This design comes from an exercise in tuning for small area and a short achievable clock period on the open sky130 flow, not from production work. Only simulation tests tie the RTL to the original design; equivalence was not proved. Power and IR drop assume default switching activity.

== job 7577 ==
==> flow/design.v (excerpt) <==
module cpu (
  input clk, rst,
  output [15:0] MeAaddr, Baddr,
  output [15:0] MeMemResult,
  output [1:0] MeMemControl,
  input [15:0] AmemRead, BmemRead,
  output [175:0] registerValue
);
export LEC_CHECK = 0
export CAP_MARGIN = 20
export CORE_MARGIN = 2
export CORE_UTILIZATION = 45
export SETUP_SLACK_MARGIN = 5
export SLEW_MARGIN = 20
export SYNTH_HIERARCHICAL = 1
create_clock -name core_clock -period 10.5 [get_ports {clk}]
standard.sh (not shown) runs the stock make flow with config.mk's settings and CLKGATE_MAP_FILE= SYNTH_SCRIPT=/design/flow/synth_recipe.tcl, a recipe that flattens the netlist after the stock synthesis.
==> flow/flow/run.sh <==
#!/bin/bash
# The standard layout, with the smallest buffer (buf_1) on the ports, and
# clock tree synthesis without dummy loads.
set -euo pipefail
bash standard.sh "BUFFER_PORTS_ARGS=-buffer_cell sky130_fd_sc_hd__buf_1" "CTS_ARGS=-sink_clustering_enable -repair_clock_nets -dont_use_dummy_load" finish > make.log 2>&1
Input-level comparison between job 1878 and job 7577:
- changing CORE_UTILIZATION from 45 to 55
==> flow/flow/run.sh <==
#!/bin/bash
# The standard layout with three changes to how it is made: the smallest
# buffer (buf_1) on the ports, clock tree synthesis without dummy loads, and
# timing repair free to resize a cell into one of another footprint.
set -euo pipefail
bash standard.sh "BUFFER_PORTS_ARGS=-buffer_cell sky130_fd_sc_hd__buf_1" \
  "CTS_ARGS=-sink_clustering_enable -repair_clock_nets -dont_use_dummy_load" \
  "MATCH_CELL_FOOTPRINT=0" finish > make.log 2>&1
### Flow results
- Changes observed in job 1878 relative to job 7577: clock-buffer cell count moved down; wire length saw a decrease; CTS buffer count lower; total non-filler cell area in the finished layout saw a decrease.
- Worst slew margin relative to its limit for job 1878: 1.4 points down relative to job 7577
- Via count normalized by instance count: job 1878 vs job 7577 up 5.8%
Setup changes, job 1878 to job 1102
==> flow/flow/run.sh <==
#!/bin/bash
# The standard layout, with the smallest buffer (buf_1) on the ports instead of
# the one buffer_ports picks by itself; repair_timing upsizes those on slow paths.
set -euo pipefail
bash standard.sh "BUFFER_PORTS_ARGS=-buffer_cell sky130_fd_sc_hd__buf_1" finish > make.log 2>&1
Measured against each other, job 1878 and job 1102 differ in fraction of power spent switching nets, the higher figure coming from job 1878.
Switching power summed over all nets grows by a few percent when moving from job 1878 to job 1102.
For job 1102, the capturing element of the worst setup path was Baddr[13], unlike job 1878, where it was Baddr[6].
The post-layout worst setup margin of job 1102 is lower than that of job 1878.
Cell area | job 1102 vs job 1878 | job 1102 larger
diff inputs: job 1102 => job 9645
==> flow/flow/run.sh <==
#!/bin/bash
# The standard layout, with the smallest buffer (buf_1) on the ports, and
# clock tree synthesis without dummy loads.
set -euo pipefail
bash standard.sh "BUFFER_PORTS_ARGS=-buffer_cell sky130_fd_sc_hd__buf_1" "CTS_ARGS=-sink_clustering_enable -repair_clock_nets -dont_use_dummy_load" finish > make.log 2>&1
Results
Higher combinational power was reported by job 9645, not job 1102.
Job 1102 → job 9645: fraction of the mapped netlist area in simple logic gates essentially unchanged; fmax essentially unchanged.
Changes observed in job 9645 relative to job 1102: share of the clock period used by the worst path after layout held, overall routed net length held, met3 wire length went down about 3.7%, final critical path time including I/O delays and setup went down 5.0 ps, fill cell instance count of the final layout went up about 2%.
Comparing job 1102 and job 9645, flip-flop and latch share of the layout cell area is lower on job 1102.
Job 9645 and job 1102 ended up with roughly the same minimum hold slack.

========
run A:
The RTL this note starts from:
==> flow/design.v <==
module cpu (
  input clk, rst,
  output [15:0] MeAaddr, Baddr,
  output [15:0] MeMemResult,
  output [1:0] MeMemControl,
  input [15:0] AmemRead, BmemRead,
  output [175:0] registerValue
);
localparam NOP = 5'b00001;
localparam IDLE = 3'd0, EQZ = 3'd1, NEZ = 3'd2, TEQZ = 3'd3, TNEZ = 3'd4,
           JUMP = 3'd5, DB = 3'd6;
reg [4:0]  ifop, op;       
reg [10:0] iflo, lo;       
reg [15:0] pc;             
reg        s1, s2;         
always @(posedge clk or negedge rst)
  if (!rst) begin
    ifop <= NOP;
    op <= NOP;
    pc <= 16'h0000;
    s1 <= 1'b0;
    s2 <= 1'b0;
  end else begin
    ifop <= BmemRead[15:11];
    op <= ifop;
    pc <= Baddr;
    s1 <= 1'b1;
    s2 <= s1;
  end
always @(posedge clk) begin
  iflo <= BmemRead[10:0];
  lo <= iflo;
end
reg [3:0] xd, yd, zd;
reg [2:0] jc;
always @(*) begin
  xd = 0;
  yd = 0;
  zd = 4'hf;
  jc = IDLE;
  case (ifop)
    5'b00000: begin xd = 4'd9; zd = iflo[10:8]; end                  
    5'b00010: jc = DB;                                             
    5'b00100: begin xd = iflo[10:8]; jc = EQZ; end                   
    5'b00101: begin xd = iflo[10:8]; jc = NEZ; end                   
    5'b00110: begin xd = iflo[7:5]; zd = iflo[10:8]; end               
    5'b01000: begin xd = iflo[10:8]; zd = iflo[7:5]; end               
    5'b01001: begin xd = iflo[10:8]; zd = iflo[10:8]; end              
    5'b01010: xd = iflo[10:8];                                       
    5'b01100:
      case (iflo[10:8])
        3'b000: jc = TEQZ;                                         
        3'b001: jc = TNEZ;                                         
        3'b011: begin xd = 4'd9; zd = 4'd9; end                    
        3'b100: begin xd = iflo[7:5]; zd = 4'd9; end                 
        default: ;
      endcase
    5'b01101: zd = iflo[10:8];                                       
    5'b01111: begin xd = iflo[7:5]; zd = iflo[10:8]; end               
    5'b10010: begin yd = 4'd9; zd = iflo[10:8]; end                  
    5'b10011: begin yd = iflo[10:8]; zd = iflo[7:5]; end               
    5'b11010: begin xd = iflo[10:8]; yd = 4'd9; end                  
    5'b11011: begin xd = iflo[7:5]; yd = iflo[10:8]; end               
    5'b11100: begin xd = iflo[10:8]; yd = iflo[7:5]; zd = iflo[4:2]; end  
    5'b11101:
      case (iflo[4:0])
        5'b00000:
          case (iflo[7:5])
            3'b000: begin xd = iflo[10:8]; jc = JUMP; end            
            3'b010: zd = iflo[10:8];                                 
            default: ;
          endcase
        5'b00110, 5'b00111:                                        
          begin xd = iflo[7:5]; yd = iflo[10:8]; zd = iflo[7:5]; end
        5'b01010: begin xd = iflo[7:5]; yd = iflo[10:8]; end           
        5'b01100, 5'b01101:                                        
          begin xd = iflo[7:5]; yd = iflo[10:8]; zd = iflo[10:8]; end
        default: ;
      endcase
    5'b11110:
      if (iflo[0]) begin xd = iflo[10:8]; zd = 4'd8; end               
      else begin xd = 4'd8; zd = iflo[10:8]; end                     
    default: ;
  endcase
end
reg [9:0]  xoh;             
reg [3:0]  yi, zi;          
reg        jEqz, jNez, jTeqz, jTnez, jJr, jB;
reg        fxE, fxM, fyE, fyM;  
reg        aSub, aBy, aB4;      
reg        tSlti, tSlt, tCmp;   
reg  [15:0] exRes, meRes, exAddr, meAddr;
reg  [3:0]  exZ;
reg  [9:0]  meSel;          
reg  [1:0]  exCtl, meCtl;
reg         tf;
always @(posedge clk or negedge rst)
  if (!rst) begin
    xoh <= 10'd1;
    yi <= 4'd0;
    zi <= 4'hf;
    {jEqz, jNez, jTeqz, jTnez, jJr, jB} <= 6'b000000;
    {fxE, fxM, fyE, fyM} <= 4'b0000;
    {aSub, aBy, aB4} <= 3'b000;
    {tSlti, tSlt, tCmp} <= 3'b000;
  end else begin
    xoh <= 10'd1 << xd;
    yi <= yd;
    zi <= zd;
    jEqz <= jc == EQZ;
    jNez <= jc == NEZ;
    jTeqz <= jc == TEQZ;
    jTnez <= jc == TNEZ;
    jJr <= jc == JUMP;
    jB <= jc == DB;
    fxE <= xd == zi;
    fxM <= xd == exZ;
    fyE <= yd == zi;
    fyM <= yd == exZ;
    aSub <= (ifop == 5'b11100 && iflo[1]) || ifop == 5'b01010 || ifop == 5'b11101;
    aBy <= ifop == 5'b11100 || ifop == 5'b11101;
    aB4 <= ifop == 5'b01000;
    tSlti <= ifop == 5'b01010;
    tSlt <= ifop == 5'b11101 && iflo[4:0] == 5'b00010;
    tCmp <= ifop == 5'b11101 && iflo[4:0] == 5'b01010;
  end
wire [15:0] meVal = meCtl[1] ? AmemRead : meRes;
reg  [15:0] q [0:9];       
wire [15:0] rv [0:9];      
genvar i;
generate
  for (i = 0; i < 10; i = i + 1) begin : regs
    assign rv[i] = meSel[i] ? meVal : q[i];
    always @(posedge clk)
      q[i] <= rv[i];
  end
endgenerate
assign registerValue = {rv[0], rv[1], rv[2], rv[3], rv[4], rv[5], rv[6], rv[7],
                        rv[8], rv[9], 16'h0000};
reg [15:0] qx, qy;
reg        qxZero;
integer k;
always @(*) begin
  qx = 16'h0000;
  qy = 16'h0000;
  qxZero = 1'b0;
  for (k = 0; k < 10; k = k + 1) begin
    qx = qx | ({16{xoh[k]}} & q[k]);
    qxZero = qxZero | (xoh[k] & ~|q[k]);
  end
  case (yi)
    4'd0: qy = q[0]; 4'd1: qy = q[1]; 4'd2: qy = q[2]; 4'd3: qy = q[3];
    4'd4: qy = q[4]; 4'd5: qy = q[5]; 4'd6: qy = q[6]; 4'd7: qy = q[7];
    4'd9: qy = q[9];
    default: ;
  endcase
end
wire useAm = fxM & ~fxE & meCtl[1];
wire [15:0] opXEarly = fxE ? exRes : fxM ? meRes : qx;
wire [15:0] opX = useAm ? AmemRead : opXEarly;
wire [15:0] opY = fyE ? exRes : fyM ? meVal : qy;
wire [15:0] sext8 = {{8{lo[7]}}, lo[7:0]};
wire [15:0] sext11 = {{5{lo[10]}}, lo[10:0]};
wire earlyZero = fxE ? ~|exRes : fxM ? ~|meRes : qxZero;
wire xZero;
zeroSelect xZeroSelect (
  .am(AmemRead),
  .useAm(useAm),
  .early(earlyZero),
  .zero(xZero)
);
wire tTake = (jTeqz & ~tf) | (jTnez & tf) | jJr | jB;
wire takeZ = tTake | jEqz;      
wire takeNz = tTake | jNez;     
wire [15:0] relPC = pc + (jB ? sext11 : sext8);
wire [15:0] seqPC = pc + {15'd0, s2};
wire [15:0] target = jJr ? opXEarly : relPC;
wire [15:0] pcZ = takeZ ? target : seqPC;
wire [15:0] pcNz = takeNz ? target : seqPC;
baddrMux baddrSelect (
  .am(AmemRead),
  .useAm(jJr & useAm),
  .sel(xZero),
  .a(pcZ),
  .b(pcNz),
  .y(Baddr)
);
wire is11101 = (op == 5'b11101);
wire [15:0] addB = aBy ? opY : aB4 ? {{12{lo[3]}}, lo[3:0]} : sext8;
wire [16:0] sum = {1'b0, opX} + {1'b0, aSub ? ~addB : addB} + {16'd0, aSub};
wire [3:0] shImm = (lo[4:2] == 3'd0) ? 4'd8 : {1'b0, lo[4:2]};
wire [3:0] shrAmt = (op == 5'b00110) ? shImm : opY[3:0];
function [15:0] rev16(input [15:0] v);
  integer k;
  for (k = 0; k < 16; k = k + 1)
    rev16[k] = v[15 - k];
endfunction
wire shLeft = lo[1:0] == 2'b00;       
wire [15:0] shIn = shLeft ? rev16(opX) : opX;
wire [15:0] shOut = shIn >> shrAmt;
wire [15:0] shr = (is11101 && |opY[15:4]) ? 16'h0000 : shOut;
wire [15:0] shl = rev16(shOut);
wire selAdd = op == 5'b00000 || op == 5'b01000 || op == 5'b01001 ||
              (op == 5'b01100 && lo[10:8] == 3'b011) || (op == 5'b11100 && lo[0]);
wire selX = (op == 5'b01100 && lo[10:8] == 3'b100) || op == 5'b01111 ||
            op == 5'b11010 || op == 5'b11011 || op == 5'b11110;
wire selLi = op == 5'b01101;
wire selShl = op == 5'b00110 && lo[1:0] == 2'b00;
wire selShr = (op == 5'b00110 && lo[1]) || (is11101 && lo[4:1] == 4'b0011);
wire selPC = is11101 && lo[7:0] == 8'b01000000;
wire selAnd = is11101 && lo[4:0] == 5'b01100;
wire selOr = is11101 && lo[4:0] == 5'b01101;
wire [15:0] res = ({16{selAdd}} & sum[15:0]) | ({16{selX}} & opX) |
                  ({16{selLi}} & {8'd0, lo[7:0]}) | ({16{selShl}} & shl) |
                  ({16{selShr}} & shr) | ({16{selPC}} & pc) |
                  ({16{selAnd}} & (opX & opY)) | ({16{selOr}} & (opX | opY));
wire tNext = tSlti ? ~sum[16] : tCmp ? |sum[15:0] : tSlt ? 1'b0 : tf;
wire isMem = op[4] && !op[2] && op[1];           
wire [1:0] ctl = isMem ? (op[3] ? 2'b01 : 2'b10) : 2'b00;
wire [15:0] addr = opY + (op[0] ? {{11{lo[4]}}, lo[4:0]} : sext8);
always @(posedge clk or negedge rst)
  if (!rst) begin
    exZ <= 4'hf;
    meSel <= 10'h3ff;
    exCtl <= 2'b00;
    meCtl <= 2'b00;
    tf <= 1'b0;
    meRes <= 16'h0000;
  end else begin
    exZ <= zi;
    meSel <= 10'd1 << exZ;
    exCtl <= ctl;
    meCtl <= exCtl;
    tf <= tNext;
    meRes <= exRes;
  end
always @(posedge clk) begin
  exRes <= res;
  exAddr <= addr;
  meAddr <= exAddr;
end
assign MeAaddr = meAddr;
assign MeMemResult = meRes;
assign MeMemControl = meCtl;
endmodule
module zeroSelect (
  input [15:0] am,
  input useAm, early,
  output zero
);
assign zero = useAm ? ~|am : early;
endmodule
module baddrMux (
  input [15:0] am,
  input useAm, sel,
  input [15:0] a, b,
  output [15:0] y
);
assign y = useAm ? am : sel ? a : b;
endmodule
export LEC_CHECK = 0
export CAP_MARGIN = 20
export CORE_MARGIN = 2
export CORE_UTILIZATION = 48
export SETUP_SLACK_MARGIN = 5
export SLEW_MARGIN = 20
export SYNTH_HIERARCHICAL = 1
create_clock -name core_clock -period 10.5 [get_ports {clk}]
==> flow/flow/run.sh <==
#!/bin/bash
# The standard layout with these changes to how it is made:
# - synthesis maps with an area-leaning ABC script (flow/abc_speed.script, put in
#   place of ORFS's in a copy of its scripts folder); everything else in synthesis
#   is ORFS's own, so the registers are the standard synthesis's;
# - the smallest buffer (buf_1) on the ports;
# - clock tree synthesis without dummy loads;
# - timing repair free to resize a cell into one of another footprint.
set -euo pipefail
rm -rf myscripts
cp -r "$FLOW_HOME/scripts" myscripts
cp flow/abc_speed.script myscripts/abc_speed.script
bash standard.sh "SCRIPTS_DIR=$PWD/myscripts" \
  "BUFFER_PORTS_ARGS=-buffer_cell sky130_fd_sc_hd__buf_1" \
  "CTS_ARGS=-sink_clustering_enable -repair_clock_nets -dont_use_dummy_load" \
  "MATCH_CELL_FOOTPRINT=0" finish > make.log 2>&1
==> flow/flow/abc_speed.script <==
&get -n
&st
&dch
&nf -R 100
&put
Run A closes out successfully: all stages finished, all timing, DRC and antenna checks passed.
Modified inputs, run B compared to run A
Settings: swapping 48 for 55 in CORE_UTILIZATION.
diff --git a/flow/flow/run.sh b/flow/flow/run.sh
--- a/flow/flow/run.sh
+++ b/flow/flow/run.sh
@@ -5,5 +5,5 @@
 #   is ORFS's own, so the registers are the standard synthesis's;
 # - the smallest buffer (buf_1) on the ports;
-# - clock tree synthesis without dummy loads;
+# - clock tree synthesis without dummy loads, built from clkbuf_4 and clkbuf_8;
 # - timing repair free to resize a cell into one of another footprint.
 set -euo pipefail
@@ -13,4 +13,4 @@
 bash standard.sh "SCRIPTS_DIR=$PWD/myscripts" \
   "BUFFER_PORTS_ARGS=-buffer_cell sky130_fd_sc_hd__buf_1" \
-  "CTS_ARGS=-sink_clustering_enable -repair_clock_nets -dont_use_dummy_load" \
+  "CTS_ARGS=-sink_clustering_enable -repair_clock_nets -dont_use_dummy_load -buf_list {sky130_fd_sc_hd__clkbuf_4 sky130_fd_sc_hd__clkbuf_8}" \
   "MATCH_CELL_FOOTPRINT=0" finish > make.log 2>&1
## What came out
- Lower worst hold margin was reported by run B, not run A.
- Comparing run A and run B, the lower final core area utilization is on run A.
- | met1 layer wirelength in the final routing | run B vs run A | 1600 um lower |
- Looking at via count, run B sits above run A.
- The source-to-sink clock delay at the later pin of the worst-skew pair of run B exceeds that of run A by 0.07 ns.
- Run comparison: run B end point of the critical path Baddr[15]; run A end point of the critical path Baddr[13]
- Run B vs run A, critical path class: reg2out vs in2out
- Between run A and run B, the count of buffers added by post-CTS timing repair for setup is higher for run A.
- | total area of multi-input combinational cells | run B vs run A | ≈ equal |
- Of run A and run B, the lower power belongs to run B.
Modified inputs, run C compared to run B
Settings: CORE_UTILIZATION: 55 -> 60.
diff --git a/flow/flow/run.sh b/flow/flow/run.sh
--- a/flow/flow/run.sh
+++ b/flow/flow/run.sh
@@ -5,5 +5,5 @@
 #   is ORFS's own, so the registers are the standard synthesis's;
 # - the smallest buffer (buf_1) on the ports;
-# - clock tree synthesis without dummy loads, built from clkbuf_4 and clkbuf_8;
+# - clock tree synthesis without dummy loads;
 # - timing repair free to resize a cell into one of another footprint.
 set -euo pipefail
@@ -13,4 +13,4 @@
 bash standard.sh "SCRIPTS_DIR=$PWD/myscripts" \
   "BUFFER_PORTS_ARGS=-buffer_cell sky130_fd_sc_hd__buf_1" \
-  "CTS_ARGS=-sink_clustering_enable -repair_clock_nets -dont_use_dummy_load -buf_list {sky130_fd_sc_hd__clkbuf_4 sky130_fd_sc_hd__clkbuf_8}" \
+  "CTS_ARGS=-sink_clustering_enable -repair_clock_nets -dont_use_dummy_load" \
   "MATCH_CELL_FOOTPRINT=0" finish > make.log 2>&1
Results
Higher final critical path time including I/O delays and setup was reported by run C, not run B. For sequential power, run B and run C come out practically identical. When run C is set beside run B, its count of clock-buffer cells in the layout turns out to be 18 smaller. Run C against run B: register area flat; insertion delay of the later-clocked pin in the worst-skew pair down 0.09 ns; share of power burned in the clock network up 1.9 points; fraction of area in multi-input gates down 0.16 points; clock power up about 20%. Routed metal-1 wire length in run C is 5.3% below run B. First-pass GRT wire length, run C and run B: larger value in run C. Higher fmax among run C and run B: run B.

-- re-timing with driven ports --
Ports are ideal in the flow. The routed layouts listed here were re-timed in OpenROAD.
Step 1 sets driving cells, clkbuf_16 on the clock port and buf_2 on the other inputs (assumed; they add their load-dependent delay and slew).
Step 2 times the ports against the registers' clock, not the clock port: input delays grow and output delays shrink by t, the midpoint of the rising clock arrivals with the driver on.
Slacks: no drivers / after step 1 / after step 2; pairs: no drivers / after step 1.
| run | t (ns) | slack for setup (ns) | worst register clock-pin slew, ns |
|---|---|---|---|
| job 7577 | 0.609 | 4.672 / 4.637 / 4.246 | 0.07 / 0.07 |
| job 1878 | 0.595 | 4.648 / 4.617 / 4.199 | 0.06 / 0.06 |
| job 1102 | 0.621 | 4.641 / 4.623 / 4.317 | 0.07 / 0.07 |
| job 9645 | 0.600 | 4.646 / 4.628 / 4.318 | 0.06 / 0.06 |
| run A | 0.597 | 4.503 / 4.473 / 4.440 | 0.06 / 0.06 |
| run B | 0.660 | 4.490 / 4.439 / 4.479 | 0.07 / 0.07 |
| run C | 0.577 | 4.453 / 4.411 / 4.411 | 0.07 / 0.07 |
After both steps every run listed still meets setup and hold. The setup slack of job 1878, which loses most, moves by -0.031 ns with the drivers and by -0.449 ns with both steps.
